Source: an optimization exercise on an open RTL-to-GDS flow (aim: small area, a short achievable clock period and few clock cycles per item). Production flows keep margins and buffers that such runs may drop.
Function was checked by simulation only, so behaviour that the tests miss may differ from the original.
Power is estimated from default activity; no workload was simulated.

// top_module
module top_module(clk, reset, INIT, READY, DONE,
                  input_ram_en, input_ram_addr, input_ram_data,
                  filter_rom_en, filter_rom_addr, filter_rom_data,
                  conv_valid, conv_out);
input clk;
input reset;
input INIT;
output READY;
output DONE;
output input_ram_en;
output [9:0] input_ram_addr;
input [63:0] input_ram_data;
output filter_rom_en;
output filter_rom_addr;
input [63:0] filter_rom_data;
output conv_valid;
output [19:0] conv_out;
reg ready_q;
reg rd_en;
reg [9:0] rd_addr;
wire start = ready_q & INIT;
wire rd_last = (rd_addr == 10'd513);
always @(posedge clk) begin
    if (!reset) begin
        ready_q <= 1'b1;
        rd_en <= 1'b0;
        rd_addr <= 10'd0;
    end else begin
        if (start) begin
            ready_q <= 1'b0;
            rd_en <= 1'b1;
            rd_addr <= 10'd0;
        end else if (rd_en) begin
            rd_addr <= rd_addr + 10'd1;
            if (rd_last) rd_en <= 1'b0;
        end
        if (DONE) ready_q <= 1'b1;
    end
end
assign READY = ready_q;
assign input_ram_en = rd_en;
assign input_ram_addr = rd_addr;
assign filter_rom_en = rd_en;
assign filter_rom_addr = rd_addr[0];
reg [4:0] vo_p;
reg [4:0] last_p;
always @(posedge clk) begin
    if (!reset) begin
        vo_p <= 5'd0;
        last_p <= 5'd0;
    end else begin
        vo_p <= {vo_p[3:0], rd_en & rd_addr[0]};
        last_p <= {last_p[3:0], rd_en & rd_last};
    end
end
assign conv_valid = vo_p[4];
  ...
Size: roughly 170 I/O pins, about 0.020 mm² of cells after synthesis.
export LEC_CHECK = 0
export CAP_MARGIN = 20
export CORE_MARGIN = 2
export CORE_UTILIZATION = 40
export CTS_BUF_LIST = sky130_fd_sc_hd__clkbuf_8
export CTS_CLUSTER_SIZE = 16
export PLACE_DENSITY = 0.6
export SETUP_SLACK_MARGIN = 3.4
export SLEW_MARGIN = 20
export SYNTH_HIERARCHICAL = 1
export SYNTH_MINIMUM_KEEP_SIZE = 0
create_clock -name core_clock -period 6.0 [get_ports {clk}]
standard.sh (not shown) runs the stock make flow with config.mk's settings and CLKGATE_MAP_FILE= SYNTH_SCRIPT=/design/flow/synth_recipe.tcl, a recipe that flattens the netlist after the stock synthesis.
==> flow/flow/run.sh <==
#!/bin/bash
# Layout flow: the standard ORFS flow (standard.sh), unchanged except that the
# port buffers that global placement inserts on every input and output are
# sky130_fd_sc_hd__buf_1 cells (timing repair may still resize them).
# The whole make output goes to flow_make.log in the work folder; ORFS also keeps
# each step's own log under orfs/logs/.
set -euo pipefail
export BUFFER_PORTS_ARGS="-buffer_cell sky130_fd_sc_hd__buf_1"
bash standard.sh "BUFFER_PORTS_ARGS=-buffer_cell sky130_fd_sc_hd__buf_1" finish > flow_make.log 2>&1
The baseline produced a clean layout.
Testbench counts at the start, summed over its fixed seeds: cycles 8,320, items 4,112.
Rerun with:
==> flow/run.sh (new file) <==
#!/bin/bash
# synth_recipe.tcl (not shown) runs the flow's synth.tcl, then flattens the netlist and writes it again
# the make line also repeats each setting of config.mk as NAME=value (left out here)
make -C /OpenROAD-flow-scripts/flow DESIGN_CONFIG=/design/flow/config.mk WORK_HOME=/design/flow/orfs CLKGATE_MAP_FILE= SYNTH_SCRIPT=/design/flow/synth_recipe.tcl finish
removed: flow/flow/run.sh
removed: flow/standard.sh
Result:
- total power came out higher by 1.5%
- synthesized area does not change
- synthesized cell count is unchanged
Rerun with:
==> flow/flow/run.sh (new file) <==
#!/bin/bash
# Layout flow: the standard ORFS flow (standard.sh), with two changes:
#  - the port buffers that global placement puts on every input and output are
#    sky130_fd_sc_hd__buf_1 cells (timing repair may still resize them);
#  - clock tree synthesis arguments: -sink_clustering_enable -repair_clock_nets -dont_use_dummy_load -buf_list sky130_fd_sc_hd__clkbuf_8 -sink_clustering_size 15 -sink_clustering_max_diameter 60
# The whole make output goes to flow_make.log in the work folder; ORFS also keeps
# each step's own log under orfs/logs/.
set -euo pipefail
export BUFFER_PORTS_ARGS="-buffer_cell sky130_fd_sc_hd__buf_1"
export CTS_ARGS="-sink_clustering_enable -repair_clock_nets -dont_use_dummy_load -buf_list sky130_fd_sc_hd__clkbuf_8 -sink_clustering_size 15 -sink_clustering_max_diameter 60"
bash standard.sh "BUFFER_PORTS_ARGS=$BUFFER_PORTS_ARGS" "CTS_ARGS=$CTS_ARGS" finish > flow_make.log 2>&1
==> flow/standard.sh (new file) <==
#!/bin/bash
# synth_recipe.tcl (not shown) runs the flow's synth.tcl, then flattens the netlist and writes it again
# the make line also repeats each setting of config.mk as NAME=value (left out here)
make -C /OpenROAD-flow-scripts/flow DESIGN_CONFIG=/design/flow/config.mk WORK_HOME=/design/flow/orfs CLKGATE_MAP_FILE= SYNTH_SCRIPT=/design/flow/synth_recipe.tcl "${@:-finish}"
CTS_BUF_LIST = default   (was sky130_fd_sc_hd__clkbuf_8)
CTS_CLUSTER_SIZE = default   (was 16)
removed: flow/run.sh
What happened: Routed wire length falls by about 1.2%. Clock-buffer cell count is lower by 42. Worst hold slack improved by 0.0087 ns. Sequential power stays flat. Clock power went down by 50%.

---

top_module, a different RTL version from the one above (not shown whole).
Size in the first run: ~1700 cells after synthesis, roughly 300 flip-flops, about 170 I/O pins, about 20000 um2 of cells after synthesis.
Design top_module, start of the top module:
module top_module(clk, reset, INIT, READY, DONE,
                  input_ram_en, input_ram_addr, input_ram_data,
                  filter_rom_en, filter_rom_addr, filter_rom_data,
                  conv_valid, conv_out);
Settings: LEC_CHECK=0, CAP_MARGIN=20, CORE_MARGIN=2, CORE_UTILIZATION=55, PLACE_DENSITY=0.75, SETUP_SLACK_MARGIN=3.4, SLEW_MARGIN=20, SYNTH_HIERARCHICAL=1, SYNTH_MINIMUM_KEEP_SIZE=0; clock period 6.0 ns.
==> flow/flow/run.sh <==
#!/bin/bash
# Layout flow: the standard ORFS flow (standard.sh), with these changes:
#  - port buffers: at the start of global placement, flow/pre_gpl.tcl removes the
#    synthesis buffers (as the standard flow does there) and puts a
#    sky130_fd_sc_hd__buf_2 on every input port and a sky130_fd_sc_hd__buf_1 on every
#    output port, in place of the standard buffer_ports call; they are kept through
#    the step's own remove_buffers and released for timing repair by
#    flow/post_gpl.tcl;
#  - clock tree synthesis arguments: -sink_clustering_enable -repair_clock_nets -dont_use_dummy_load -buf_list sky130_fd_sc_hd__clkbuf_8 -sink_clustering_size 15 -sink_clustering_max_diameter 60
# The whole make output goes to flow_make.log in the work folder; ORFS also keeps
# each step's own log under orfs/logs/.
set -euo pipefail
export CTS_ARGS="-sink_clustering_enable -repair_clock_nets -dont_use_dummy_load -buf_list sky130_fd_sc_hd__clkbuf_8 -sink_clustering_size 15 -sink_clustering_max_diameter 60"
bash standard.sh "DONT_BUFFER_PORTS=1" "PRE_GLOBAL_PLACE_TCL=$PWD/flow/pre_gpl.tcl" "POST_GLOBAL_PLACE_TCL=$PWD/flow/post_gpl.tcl" "CTS_ARGS=$CTS_ARGS" finish > flow_make.log 2>&1
==> flow/flow/post_gpl.tcl <==
# Let timing repair resize the port buffers again.
unset_dont_touch [get_cells {input* output*}]
==> flow/flow/pre_gpl.tcl <==
# Buffer every input and output port (the standard flow's buffer_ports, with chosen cells).
remove_buffers
buffer_ports -inputs -buffer_cell sky130_fd_sc_hd__buf_2
buffer_ports -outputs -buffer_cell sky130_fd_sc_hd__buf_1
set_dont_touch [get_cells {input* output*}]
puts "port buffers: [llength [get_cells {input* output*}]]"
Testbench counts at the start, summed over its fixed seeds: cycles 8,320, items 4,112.
Next try:
==> flow/flow/run.sh (replaced) <==
#!/bin/bash
# Layout flow: the standard ORFS flow (standard.sh), with two changes:
#  - the port buffers that global placement puts on every input and output are
#    sky130_fd_sc_hd__buf_1 cells (timing repair may still resize them);
#  - clock tree synthesis arguments: -sink_clustering_enable -repair_clock_nets -dont_use_dummy_load -buf_list sky130_fd_sc_hd__clkbuf_8 -sink_clustering_size 15 -sink_clustering_max_diameter 60
# The whole make output goes to flow_make.log in the work folder; ORFS also keeps
# each step's own log under orfs/logs/.
set -euo pipefail
export BUFFER_PORTS_ARGS="-buffer_cell sky130_fd_sc_hd__buf_1"
export CTS_ARGS="-sink_clustering_enable -repair_clock_nets -dont_use_dummy_load -buf_list sky130_fd_sc_hd__clkbuf_8 -sink_clustering_size 15 -sink_clustering_max_diameter 60"
bash standard.sh "BUFFER_PORTS_ARGS=$BUFFER_PORTS_ARGS" "CTS_ARGS=$CTS_ARGS" finish > flow_make.log 2>&1
- CORE_UTILIZATION: 55 -> 40
- PLACE_DENSITY: 0.75 -> 0.6
removed: flow/flow/post_gpl.tcl
removed: flow/flow/pre_gpl.tcl
Outcome: Core utilization goes down by 16 points; total power goes up by 1.8%; global-route usage goes down by 6.9 points; sequential share of layout area goes down by 0.48 points; critical path depth does not change; first-iteration DRC count does not change; wire length goes up by about 6%; fmax goes down by about 1.4%.
Next try:
- CORE_UTILIZATION: 40 -> 70
- PLACE_DENSITY: 0.6 -> 0.85
The new run ran to the end with no violations.
Combinational power is higher by 8.8%.
Synthesized area stays the same.
Cell count goes down by about 12%.
Routed wire length increases by 0.94%.
Die area shrinks by 42%.
Setup slack got worse by 0.023 ns.
Flip-flop and latch count stays the same.
Critical path depth grows by 5.
Sequential share of layout area is higher by 0.53 points.
Clock skew fell by 0.030 ns.
Next try:
--- a/flow/flow/run.sh
+++ b/flow/flow/run.sh
@@ -2,3 +2,7 @@
-# Layout flow: the standard ORFS flow (standard.sh), with two changes:
-#  - the port buffers that global placement puts on every input and output are
-#    sky130_fd_sc_hd__buf_1 cells (timing repair may still resize them);
+# Layout flow: the standard ORFS flow (standard.sh), with these changes:
+#  - port buffers: at the start of global placement, flow/pre_gpl.tcl removes the
+#    synthesis buffers (as the standard flow does there) and puts a
+#    sky130_fd_sc_hd__buf_4 on every input port and a sky130_fd_sc_hd__buf_1 on every
+#    output port, in place of the standard buffer_ports call; they are kept through
+#    the step's own remove_buffers and released for timing repair by
+#    flow/post_gpl.tcl;
@@ -9 +12,0 @@
-export BUFFER_PORTS_ARGS="-buffer_cell sky130_fd_sc_hd__buf_1"
@@ -11 +14 @@
-bash standard.sh "BUFFER_PORTS_ARGS=$BUFFER_PORTS_ARGS" "CTS_ARGS=$CTS_ARGS" finish > flow_make.log 2>&1
+bash standard.sh "DONT_BUFFER_PORTS=1" "PRE_GLOBAL_PLACE_TCL=$PWD/flow/pre_gpl.tcl" "POST_GLOBAL_PLACE_TCL=$PWD/flow/post_gpl.tcl" "CTS_ARGS=$CTS_ARGS" finish > flow_make.log 2>&1
==> flow/flow/post_gpl.tcl (new file) <==
# Let timing repair resize the port buffers again.
unset_dont_touch [get_cells {input* output*}]
==> flow/flow/pre_gpl.tcl (new file) <==
# Buffer every input and output port (the standard flow's buffer_ports, with chosen cells).
remove_buffers
buffer_ports -inputs -buffer_cell sky130_fd_sc_hd__buf_4
buffer_ports -outputs -buffer_cell sky130_fd_sc_hd__buf_1
set_dont_touch [get_cells {input* output*}]
puts "port buffers: [llength [get_cells {input* output*}]]"
- CORE_UTILIZATION: 70 -> 55
- PLACE_DENSITY: 0.85 -> 0.75
What happened: The new run finished with timing, DRC and antenna clean. Register-to-register slack improves by 0.16 ns. Design area came out higher by 1.5%. Total power came out lower by 4.2%. Wire length came out lower by 6.3%. Count of clock-buffer cells in the layout came out higher by 2. Hold slack improves by 0.0031 ns. Non-clock buffer count came out lower by 2. Final cell count came out higher by 3.9%. Core utilization came out lower by 17 points. Synthesized cell count stays the same.

afterwards: timing with drivers on the ports:
The results above use ideal ports. As a check the final layouts listed here were re-extracted and re-timed, cells and wires unchanged.
Step 1 (the two cells are an assumption about what drives the block):
set clk [get_ports {clk}]
set_driving_cell -lib_cell sky130_fd_sc_hd__clkbuf_16 $clk
set_driving_cell -lib_cell sky130_fd_sc_hd__buf_2 [delete_from_list [all_inputs] $clk]
Step 2 adds t to the input delays and takes it off the output delays; t is the mean of the earliest and latest rising clock arrival at the registers after step 1. Input paths then give back, and output paths get back, about the clock's delay inside the block.
a / b / c = ideal ports / drivers / drivers and shift; a / b = the first two.
run	t (ns)	setup WS [ns]	worst setup path at the end	clock arrival spread, ns	worst data-port slew with drivers (ns)
the first run of note 1	0.706	3.392 / 3.392 / 2.730	input to register	0.043 / 0.043	0.06
the second run of note 1	0.696	3.342 / 3.364 / 2.668	input to register	0.047 / 0.047	0.05
the third run of note 1	0.689	3.390 / 3.404 / 2.732	input to register	0.060 / 0.060	0.06
the first run of note 2	0.627	3.396 / 3.412 / 2.785	input to register	0.077 / 0.077	0.05
the second run of note 2	0.662	3.358 / 3.393 / 2.731	input to register	0.104 / 0.104	0.06
the third run of note 2	0.615	3.335 / 3.335 / 2.788	input to register	0.062 / 0.062	0.06
the fourth run of note 2	0.615	3.429 / 3.447 / 2.837	input to register	0.049 / 0.050	0.05
After both steps every run listed still meets setup and hold. For the second run of note 1, which loses most, drivers alone change the setup slack by +0.022 ns; drivers and shift together by -0.674 ns.
